This is an optimization exercise on Yosys and OpenROAD, whose aim is small area, a short achievable clock period and few clock cycles, not a production implementation.
No functional check of the RTL was part of any run shown here.
Power figures rest on the tool's default switching activity, not on a simulated workload.

## flow/design.v (module list and top-level ports; edited modules follow where they fit)
// module milestone: 950 lines
// module fa3: 4 lines
// module ha2: 4 lines
module milestone(
	input logic Clock,
	input logic resetn,
	input logic [15:0] SRAM_read_data,
	input logic m1start,
	output logic [17:0] SRAM_address,
	output logic [15:0] SRAM_write_data,
	output logic SRAM_we_n,
	output logic m1end);
  // ...
==> flow/flow/run.sh <==
#!/bin/bash
# The standard layout (the standard.sh), with ORFS's repair_timing asked
# to leave more setup slack (SETUP_SLACK_MARGIN) than the clock period needs.
# The design is still laid out and signed off at the design's clock period.
set -euo pipefail
MARGIN=${MARGIN:-9}
sed "s/\"\\\${@:-finish}\"/SETUP_SLACK_MARGIN=$MARGIN \"\${@:-finish}\"/" standard.sh > standard_margin.sh
grep -q "SETUP_SLACK_MARGIN=$MARGIN" standard_margin.sh
bash standard_margin.sh > flow_make.log 2>&1
==> flow/standard.sh <==
#!/bin/bash
# synth_recipe.tcl (not shown) runs the flow's synth.tcl, then flattens the netlist and writes it again
# the make line also repeats each setting of config.mk as NAME=value (left out here)
make -C /OpenROAD-flow-scripts/flow DESIGN_CONFIG=/design/flow/config.mk WORK_HOME=/design/flow/orfs CLKGATE_MAP_FILE= SYNTH_SCRIPT=/design/flow/synth_recipe.tcl "${@:-finish}"
==> flow/config.mk <==
export PLATFORM = sky130hd
export DESIGN_NAME = milestone
export DESIGN_NICKNAME = milestone
export VERILOG_FILES = /design/flow/design.v
export SDC_FILE = /design/flow/constraint.sdc
export NUM_CORES = 4
export LEC_CHECK = 0
export CAP_MARGIN = 20
export CORE_MARGIN = 2
export CORE_UTILIZATION = 55
export SLEW_MARGIN = 20
export SYNTH_HIERARCHICAL = 1
==> flow/constraint.sdc <==
create_clock -name core_clock -period 13.0 [get_ports {Clock}]
set_input_delay 2.6000 -clock core_clock [delete_from_list [all_inputs] [get_ports {Clock}]]
set_output_delay 2.6000 -clock core_clock [all_outputs]
set_load 0.01 [all_outputs]
==> results by group, run 1 <==
Timing
  • RSZ-0062 raised after global routing: false
  • Measured slew at the worst slew-check pin: between 0.8 and 0.9 ns
  • TNS Setup: 0 ns

Cells and area
  • Fraction of area in multi-input gates: roughly half
  • Clkbuf count: 66
  • Fin nets: 2687
  • Seq cells: 430

Drt
  • ANT nets after route: 0

Synth
  • Synthesized-area fraction occupied by xor and xnor cells: 3.71%
  • Synth async-reset ratio: 0.698%
  • Post-Synth Adder-Cell Area: roughly 29%
  • Most frequent cell after synthesis: inv_1
  • Cell variety after synth: 75
  • Ys Warns: 10
  • Number of synthesized flops with an enable pin: 200

Placed design
  • Port bufs: 54
  • Routability cong.: between 0.9 and 1
  • Hpwl dp: 47.4 mm

Critical path
  • Worst path depth: 2
  • Crit path buf inv count: 2
  • Crit path arrival time: 1.33 ns
  • R2r endpoint: r_cy[1]

Clocking
  • CTS Root Cell: clkbuf_16
  • Post-CTS sizing: 36

Global routing
  • Met2 usage: 45.7%
  • First-pass GRT wire length: 94.5 mm

Power and ir drop
  • Clock network power: 1420 uW
  • Static Leak: 0.0121 uW

Run status
  • Status: no timing/DRC/antenna violations
==> inputs of run 2 (changes only) <==
--- a/flow/config.mk
+++ b/flow/config.mk
@@ -10,2 +10,3 @@
 export CORE_UTILIZATION = 55
+export CTS_BUF_LIST = sky130_fd_sc_hd__clkbuf_4 sky130_fd_sc_hd__clkbuf_8
 export SLEW_MARGIN = 20
==> results by group, run 2 <==
Cells and area
  • Max reg flops: 64 (unchanged)
  • Layout area overhead: 11.4% (was 11.2%)
  • Most common cell after layout, fill and taps aside: inv_1 (unchanged)
  • Ant. Diodes: 0 (unchanged)
  • FILL cells: 3797 (was 3779)
  • Top Registers: wv (64), wu (56), cy (23) (unchanged)
  • Most flops, register: wv (unchanged)
  • Share of cells above drive strength 1: 10.7% (was 8.34%)
  • Final Util: 61.9% (was 61.8%)
  • Fin nets: 2714 (was 2687)
  • Layout Cells excl Fill: 2909 (was 2860)
  • Most frequent cells in the layout: inv_1 (248), fa_1 (236), dfxtp_1 (223), ha_1 (218), edfxtp_1 (200) (unchanged)

Run status
  • Status: no timing/DRC/antenna violations (unchanged)

Clocking
  • CTS clock-pin slew for the worst setup and hold paths: 0.06 ns (about the same)
  • Worst skew pair latency: 0.67 ns (was 0.60 ns)
  • TritonCTS buffer count: 74 (was 47)
  • CTS Root Cell: clkbuf_8 (was clkbuf_16)
  • Clk sinks: 430 (unchanged)
  • CTS tree: yes (unchanged)
  • Clock buffer depth: 3 (unchanged)
  • H-tree level count: 3 (was 2)

Critical path
  • Slowest stage cell on the critical path: dfxtp_1 (was dfrtp_1)
  • CP max stage delay: 0.35 ns (was 0.40 ns)
  • R2r endpoint: r_cy[1] (unchanged)
  • R2r setup slk: 9.22 ns (was 9.25 ns)
  • Crit path arrival time: 1.30 ns (was 1.33 ns)
  • Worst R2R Start: cv[9] (unchanged)
  • Worst reg2reg path depth: 11 (unchanged)
  • Critical path class: reg2out (unchanged)
  • WP data required: 10.40 ns (about the same)
  • Element type at the critical path start: register (unchanged)
  • Critical Path Sink Type: output port (unchanged)
  • Worst path top cell family by delay: flip-flops (unchanged)
  • Critical path fanouts, max: 2 (unchanged)
  • Crit path buf inv count: 1 (was 2)
  • Worst-path cell chain: dlygate4sd2_1 (was inv_1 -> clkdlybuf4s15_1)

Floorplanning
  • Die width: 220 microns (unchanged)
  • Die ar.: 48600 sq um (unchanged)
  • Starting Density: 55.5% (unchanged)
  • Core Region: 46400 sq um (unchanged)
  • Vert. Die Dim: 220 microns (unchanged)
  • FP Rows: 79 (unchanged)
  • IO Pins: 55 (unchanged)

Timing
  • Crit path time final: 3.90 ns (was 3.93 ns)
  • Final setup fails: 0 (unchanged)
  • Fmax: 257 MHz (was 254 MHz)
  • TNS Setup: 0 ns (unchanged)
  • Relative slew slack: 41.9% (was 45.0%)
  • Smallest hold slack: 0.343 ns (was 0.346 ns)
  • Fin. max-slew vios: 0 (unchanged)
  • RSZ-0062 raised after global routing: false (unchanged)
  • Hold Fails Final Rpt: 0 (unchanged)
  • Period Utilization, post-route: 30.0% (was 30.2%)
  • Measured slew at the worst slew-check pin: 0.870 ns (was 0.817 ns)
  • Skew final: 0.0391 ns (was 0.0294 ns)

Synth
  • Simple-gate portion of the synthesized area: 7.42% (unchanged)
  • Synth async-reset ratio: 0.698% (unchanged)
  • Number of synthesized flops with an enable pin: 200 (unchanged)
  • Sequential area share after synthesis: 41.3% (unchanged)
  • Largest family of logic cells by synthesized area: adder cells (unchanged)
  • Post-synthesis mux area share: 4.74% (unchanged)
  • Cell variety after synth: 75 (unchanged)
  • Ys Warns: 10 (unchanged)
  • Syn avg cell area: 12.0 sq um (unchanged)
  • Cell type with the largest total area after synthesis: edfxtp_1 (unchanged)
  • Post-synth top cells: inv_1 (248), fa_1 (236), dfxtp_1 (227) (unchanged)
  • Syn Inst Count: 2140 (unchanged)
  • Post-synthesis compound-gate area fraction: 9.47% (unchanged)
  • Synthesized-area fraction occupied by xor and xnor cells: 3.71% (unchanged)
  • Top-area cell type share of the netlist area: 23.3% (unchanged)
  • Most frequent cell after synthesis: inv_1 (unchanged)
  • Post-Synth Adder-Cell Area: 28.9% (unchanged)
  • Top_reg_cell synth: dfxtp_1 (unchanged)
  • Top cells by area, synth: edfxtp_1 (23%), fa_1 (18%), dfxtp_1 (18%) (unchanged)
  • Yosys reg bits: 430 (unchanged)
  • Synth Cell Area: 25700 sq um (unchanged)

Global routing
  • Largest net degree at the start of global routing: 61 (unchanged)
  • GRT Overall Usage: 26.2% (was 26.0%)
  • First-pass GRT wire length: 95.3 mm (was 94.5 mm)
  • GRT overflow: 0 (unchanged)
  • Initial antenna violation count: 0 (was 1)
  • Vias in the first global route: 17000 (was 16700)

Placed design
  • Placed cells: 2763 (unchanged)
  • Hpwl dp: 47.4 mm (unchanged)
  • Port bufs: 54 (unchanged)
  • Routability cong.: 0.916 (unchanged)

Drt
  • Via Count: 16100 (was 15900)
  • Post-route DRC violation count: 0 (unchanged)
  • Drt wl/cell: 20.8 microns (was 21.1 microns)
  • Via density: 5.54 (was 5.56)
  • ANT nets after route: 0 (unchanged)
  • DRT iter0 DRCs: 799 (was 742)
  • Final wirelength: 60.6 mm (was 60.4 mm)
  • DRT Pass-1 Iters: 5 (unchanged)

Job
  • Max cap viols: 0 (unchanged)

Worst hold path
  • Hold Path Class: reg2reg (unchanged)
  • Hold path startpoint: cqu (unchanged)
  • Hold Crit Endpoint: squ (unchanged)
  • Hold depth: 0 (unchanged)

Power and ir drop
  • Static Leak: 0.0122 uW (was 0.0121 uW)
  • Pwr Density: 98.3 nW/um^2 (was 99.4 nW/um^2)
  • Worst vdd ir: 0.112 mV (was 0.135 mV)
## run 2: cell types whose count changed in the layout (fill, tap and decap cells not counted), sizes merged
cell | previous run | this run
clkbuf | 66 | 116
clkinvlp | 2 | 1
dlygate4sd2 | 35 | 34
clkinv | 13 | 12
bufinv | 3 | 5
## run 2: cells by family after synthesis
family | Yosys count
AO/OA/AOI/OAI | 367
XOR/XNOR | 109
adder cells (fa/ha/maj) | 454
buffers and inverters | 301
flip-flops | 430
multiplexers | 96
other | 2
AND/OR/NAND/NOR | 381
## run 2: worst max-delay path by stage
stage                       start                  to  slack [ns]  cells past startpoint
6_report          SRAM_address[7]     SRAM_address[7]        9.10                      1
5_1_grt        SRAM_write_data[8]  SRAM_write_data[8]        9.01                      1
4_1_cts                        we           SRAM_we_n        8.90                      2
3_5_place_dp                cv[5]             g_cy[1]        9.20                     13
3_3_place_gp                cv[5]             g_cy[1]        9.27                     13
2_1_floorplan               fseln               fa[8]        9.55                     16
## run 2: what timing repair did
| item | in CTS | in global routing |
|---|---|---|
| endpoints found under the setup margin | 36 | 6 |
| resized for setup | 36 | 3 |
| endpoints found under the hold margin | 0 | 0 |
| hold buffers | 0 | 0 |
| setup buffers | 0 | 9 |
## run 2: Yosys stat by module (local to each module, per instance)
module,flops+latches,times used
fa3,0,228
milestone,430,1
ha2,0,30
## run 2: layout make-up
cell class              count  area (sq um)  area share [%]
multi-input cells        1410         14000            48.8
clock buffers             115          1430            4.97
well taps                 607           759            2.65
inverters                 250           938            3.27
repair buffers             75           651            2.27
clock inverters            22           292            1.02
flip-flops and latches    430         10600            37.1
## run 2: report_power, final
part	internal (uW)	leakage [uW]	switching, uW
registers	1410	0.00380	0.434
clock network	811	0.000907	578
logic	12.5	0.00747	11.5
total	2230	0.0122	589
## run 2: stage by stage
stage / area (sq um) / total power, uW / setup WS [ns]
floorplan: 25800 / 1450 / 9.55
global placement: 26900 / 1460 / 9.27
detailed placement: 26900 / 1460 / 9.20
CTS: 28600 / 2860 / 8.90
global route: 28700 / 2920 / 9.01
finish: 28700 / 2820 / 9.10
## run 2: layer usage
| metal | track usage (%) | vias to the layer above | part of all wire, % |
|---|---|---|---|
| li1 | - | 7651 | - |
| met5 | 0 | - | 0 |
| met4 | 9.87 | 0 | 3.4 |
| met3 | 4.12 | 110 | 3.1 |
| met2 | 47.0 | 293 | 52 |
| met1 | 31.8 | 8060 | 42 |
==> inputs of run 3 (changes only) <==
--- a/flow/config.mk
+++ b/flow/config.mk
@@ -10,3 +10,3 @@
 export CORE_UTILIZATION = 55
-export CTS_BUF_LIST = sky130_fd_sc_hd__clkbuf_4 sky130_fd_sc_hd__clkbuf_8
+export CTS_BUF_LIST = sky130_fd_sc_hd__clkbuf_8
 export SLEW_MARGIN = 20
==> results by group, run 3 <==
Clocking
  • CTS tree: yes (unchanged)
  • Clk sinks: 430 (unchanged)
  • Clock buffer depth: 3 (unchanged)
  • CTS Root Cell: clkbuf_8 (unchanged)
  • Worst skew pair latency: 0.67 ns (about the same)
  • CTS clock-pin slew for the worst setup and hold paths: 0.06 ns (about the same)
  • H-tree level count: 3 (unchanged)
  • TritonCTS buffer count: 74 (unchanged)

Job
  • Max cap viols: 0 (unchanged)

Placed design
  • Port bufs: 54 (unchanged)
  • Routability cong.: 0.916 (unchanged)
  • Worst slack, placed: 9.20 ns (unchanged)
  • Placed cells: 2763 (unchanged)
  • Hpwl dp: 47.4 mm (unchanged)

Timing
  • Slack of the critical path: 9.10 ns (about the same)
  • Measured slew at the worst slew-check pin: 0.869 ns (was 0.870 ns)
  • TNS Setup: 0 ns (unchanged)
  • Final setup fails: 0 (unchanged)
  • Period Utilization, post-route: 30.0% (about the same)
  • Crit path time final: 3.90 ns (about the same)
  • Fmax: 256 MHz (was 257 MHz)
  • Skew final: 0.0386 ns (was 0.0391 ns)
  • Relative slew slack: 41.9% (about the same)
  • Hold Fails Final Rpt: 0 (unchanged)
  • Fin. max-slew vios: 0 (unchanged)
  • Smallest hold slack: 0.343 ns (about the same)
  • RSZ-0062 raised after global routing: false (unchanged)

Run status
  • Status: no timing/DRC/antenna violations (unchanged)

Drt
  • ANT nets after route: 0 (unchanged)
  • Post-route DRC violation count: 0 (unchanged)
  • DRT iter0 DRCs: 819 (was 799)
  • Final wirelength: 60.5 mm (was 60.6 mm)
  • DRT Pass-1 Iters: 5 (unchanged)
  • Via Count: 16100 (about the same)
  • Drt wl/cell: 20.8 microns (about the same)
  • Via density: 5.53 (was 5.54)

Synth
  • Synth Cell Area: 25700 sq um (unchanged)
  • Post-synth top cells: inv_1 (248), fa_1 (236), dfxtp_1 (227) (unchanged)
  • Cell type with the largest total area after synthesis: edfxtp_1 (unchanged)
  • Most frequent cell after synthesis: inv_1 (unchanged)
  • Top cells by area, synth: edfxtp_1 (23%), fa_1 (18%), dfxtp_1 (18%) (unchanged)
  • Yosys reg bits: 430 (unchanged)
  • Number of synthesized flops with an enable pin: 200 (unchanged)
  • Top_reg_cell synth: dfxtp_1 (unchanged)
  • Ys Warns: 10 (unchanged)
  • Synth async-reset ratio: 0.698% (unchanged)
  • Syn avg cell area: 12.0 sq um (unchanged)
  • Cell variety after synth: 75 (unchanged)
  • Top-area cell type share of the netlist area: 23.3% (unchanged)
  • Syn Inst Count: 2140 (unchanged)
  • Sequential area share after synthesis: 41.3% (unchanged)

Critical path
  • Element type at the critical path start: register (unchanged)
  • WP data required: 10.40 ns (about the same)
  • CP max stage delay: 0.41 ns (was 0.35 ns)
  • Critical path fanouts, max: 2 (unchanged)
  • Worst path top cell family by delay: flip-flops (unchanged)
  • Worst-path cell chain: inv_1 -> clkbuf_2 (was dlygate4sd2_1)
  • Crit path arrival time: 1.30 ns (about the same)
  • Critical path class: reg2out (unchanged)
  • Critical Path Sink Type: output port (unchanged)
  • Slowest stage cell on the critical path: dfrtp_1 (was dfxtp_1)
  • Crit path buf inv count: 2 (was 1)

Floorplanning
  • Starting Density: 55.5% (unchanged)
  • IO Pins: 55 (unchanged)
  • Vert. Die Dim: 220 microns (unchanged)
  • FP Rows: 79 (unchanged)
  • Core Region: 46400 sq um (unchanged)
  • Die width: 220 microns (unchanged)
  • Die ar.: 48600 sq um (unchanged)

Cells and area
  • Most frequent cells in the layout: inv_1 (273), fa_1 (236), dfxtp_1 (223), ha_1 (218), edfxtp_1 (200) (was inv_1 (248), fa_1 (236), dfxtp_1 (223), ha_1 (218), edfxtp_1 (200))
  • Most flops, register: wv (unchanged)
  • Multi-input gate area: 14000 sq um (unchanged)
  • Ant. Diodes: 0 (unchanged)
  • FF/Latch Area: 10600 sq um (unchanged)
  • Max reg flops: 64 (unchanged)
  • Top Registers: wv (64), wu (56), cy (23) (unchanged)
  • Most common cell after layout, fill and taps aside: inv_1 (unchanged)
  • FILL cells: 3822 (was 3797)
  • Layout area overhead: 11.1% (was 11.4%)
  • Final Util: 61.7% (was 61.9%)
  • Layout Cells excl Fill: 2909 (unchanged)
  • Fin nets: 2714 (unchanged)
  • Share of cells above drive strength 1: 9.64% (was 10.7%)

Global routing
  • GRT overflow: 0 (unchanged)
  • Largest net degree at the start of global routing: 61 (unchanged)
  • Initial antenna violation count: 0 (unchanged)
  • First-pass GRT wire length: 95.3 mm (about the same)
  • Vias in the first global route: 17000 (about the same)
  • GRT Overall Usage: 26.2% (about the same)

Worst hold path
  • Hold Path Class: reg2reg (unchanged)

Power and ir drop
  • Worst vdd ir: 0.101 mV (was 0.112 mV)
  • Pwr Density: 96.1 nW/um^2 (was 98.3 nW/um^2)
  • Static Leak: 0.0122 uW (about the same)
-- run 3: cell count changes in the layout (fill, tap and decap cells not counted) --
cell,change
clkbuf_4,-25
inv_1,+25
-- run 3: where the power goes --
part           internal [uW]  switching, uW  total, uW
sequential              1410          0.435       1410
clock                    739            579       1320
combinational           12.5           11.4       23.9
-- run 3: worst reg2reg max path: stages (launching register included) --
cell and delay [ns]:
edfxtp_1 0.69, inv_1 0.29, fa_1 0.58, fa_1 0.44
fa_1 0.47, ha_1 0.29, o21a_1 0.18, o2111ai_1 0.16
o21ai_0 0.12, o21a_1 0.14, a21oi_1 0.22, xnor2_1 0.13
-- run 3: Yosys stat by module (local to each module, per instance) --
module	cells inside	times used	area, sq um
fa3	1	228	20.0
ha2	1	30	12.5
milestone	1882	1	20800
-- run 3: final cells by class --
class	instances	area share, %
Timing Repair Buffer	75	2.28
Inverter	250	3.28
Clock buffer	90	4.33
Tap cell	607	2.66
Clock inverter	47	1.35
Sequential cell	430	37.2
Multi-Input combinational cell	1410	48.9
-- run 3: per-layer routing --
layer | vias to the layer above | routed length (microns) | share of wire, % | GRT usage [%]
met5 | - | 0 | 0 | 0
met4 | 0 | 2160 | 3.6 | 9.98
met3 | 115 | 2050 | 3.4 | 4.07
met2 | 321 | 31300 | 52 | 47.1
met1 | 8005 | 25000 | 41 | 31.8
li1 | 7655 | - | - | -
-- run 3: repair_timing --
item | in CTS | in global routing
endpoints found under the setup margin | 36 | 6
hold buffers | 0 | 0
gates resized for setup | 36 | 3
buffers inserted | 0 | 9
-- run 3: logic make-up after synthesis --
logic type      share of synthesized area (%)
other cells                            0.0292
xor+xnor                                 3.71
fa+ha+maj                                28.9
flops                                    41.3
simple gates                             7.42
buf+inv                                  4.42
compound gates                           9.47
mux                                      4.74
-- run 3: path summary, 6_finish.rpt --
path / from / endpoint / slack, ns / cells past startpoint
hold / removal: cqu / squ / 0.34 / 0
max in group asynchronous: resetn / we / 10.73 / 1
setup / recovery: we / SRAM_we_n / 9.10 / 2
setup reg to reg: cv[9] / r_cy[1] / 9.22 / 11
hold reg to reg: cqu / squ / 0.34 / 0
min in group asynchronous: resetn / m1end / 2.11 / 1
-- run 3: through the flow --
| stage | area (sq um) | power [uW] |
|---|---|---|
| finish | 28600 | 2750 |
| global route | 28600 | 2840 |
| CTS | 28500 | 2790 |
| detailed placement | 26900 | 1460 |
| global placement | 26900 | 1460 |
| floorplan | 25800 | 1450 |

[port drivers added, routing unchanged]
The results above use ideal ports. As a check the final layouts listed here were re-extracted and re-timed, cells and wires unchanged.
Step 1, drivers: a clkbuf_16 drives Clock and a buf_2 each remaining input, both assumed.
Step 2 times the ports against the registers' clock, not the clock port: input delays grow and output delays shrink by t, the midpoint of the rising clock arrivals with the driver on.
Slacks: ideal / step 1 / step 2; pairs: ideal / step 1.
run	t, ns	setup slack, ns	worst data-port slew with drivers (ns)	pins driven straight from the clock port
run 1	0.645	9.069 / 9.011 / 9.247	0.05	1
run 2	0.708	9.103 / 9.048 / 9.216	0.05	1
run 3	0.710	9.099 / 9.044 / 9.217	0.05	1
After both steps every run listed still meets setup and hold.
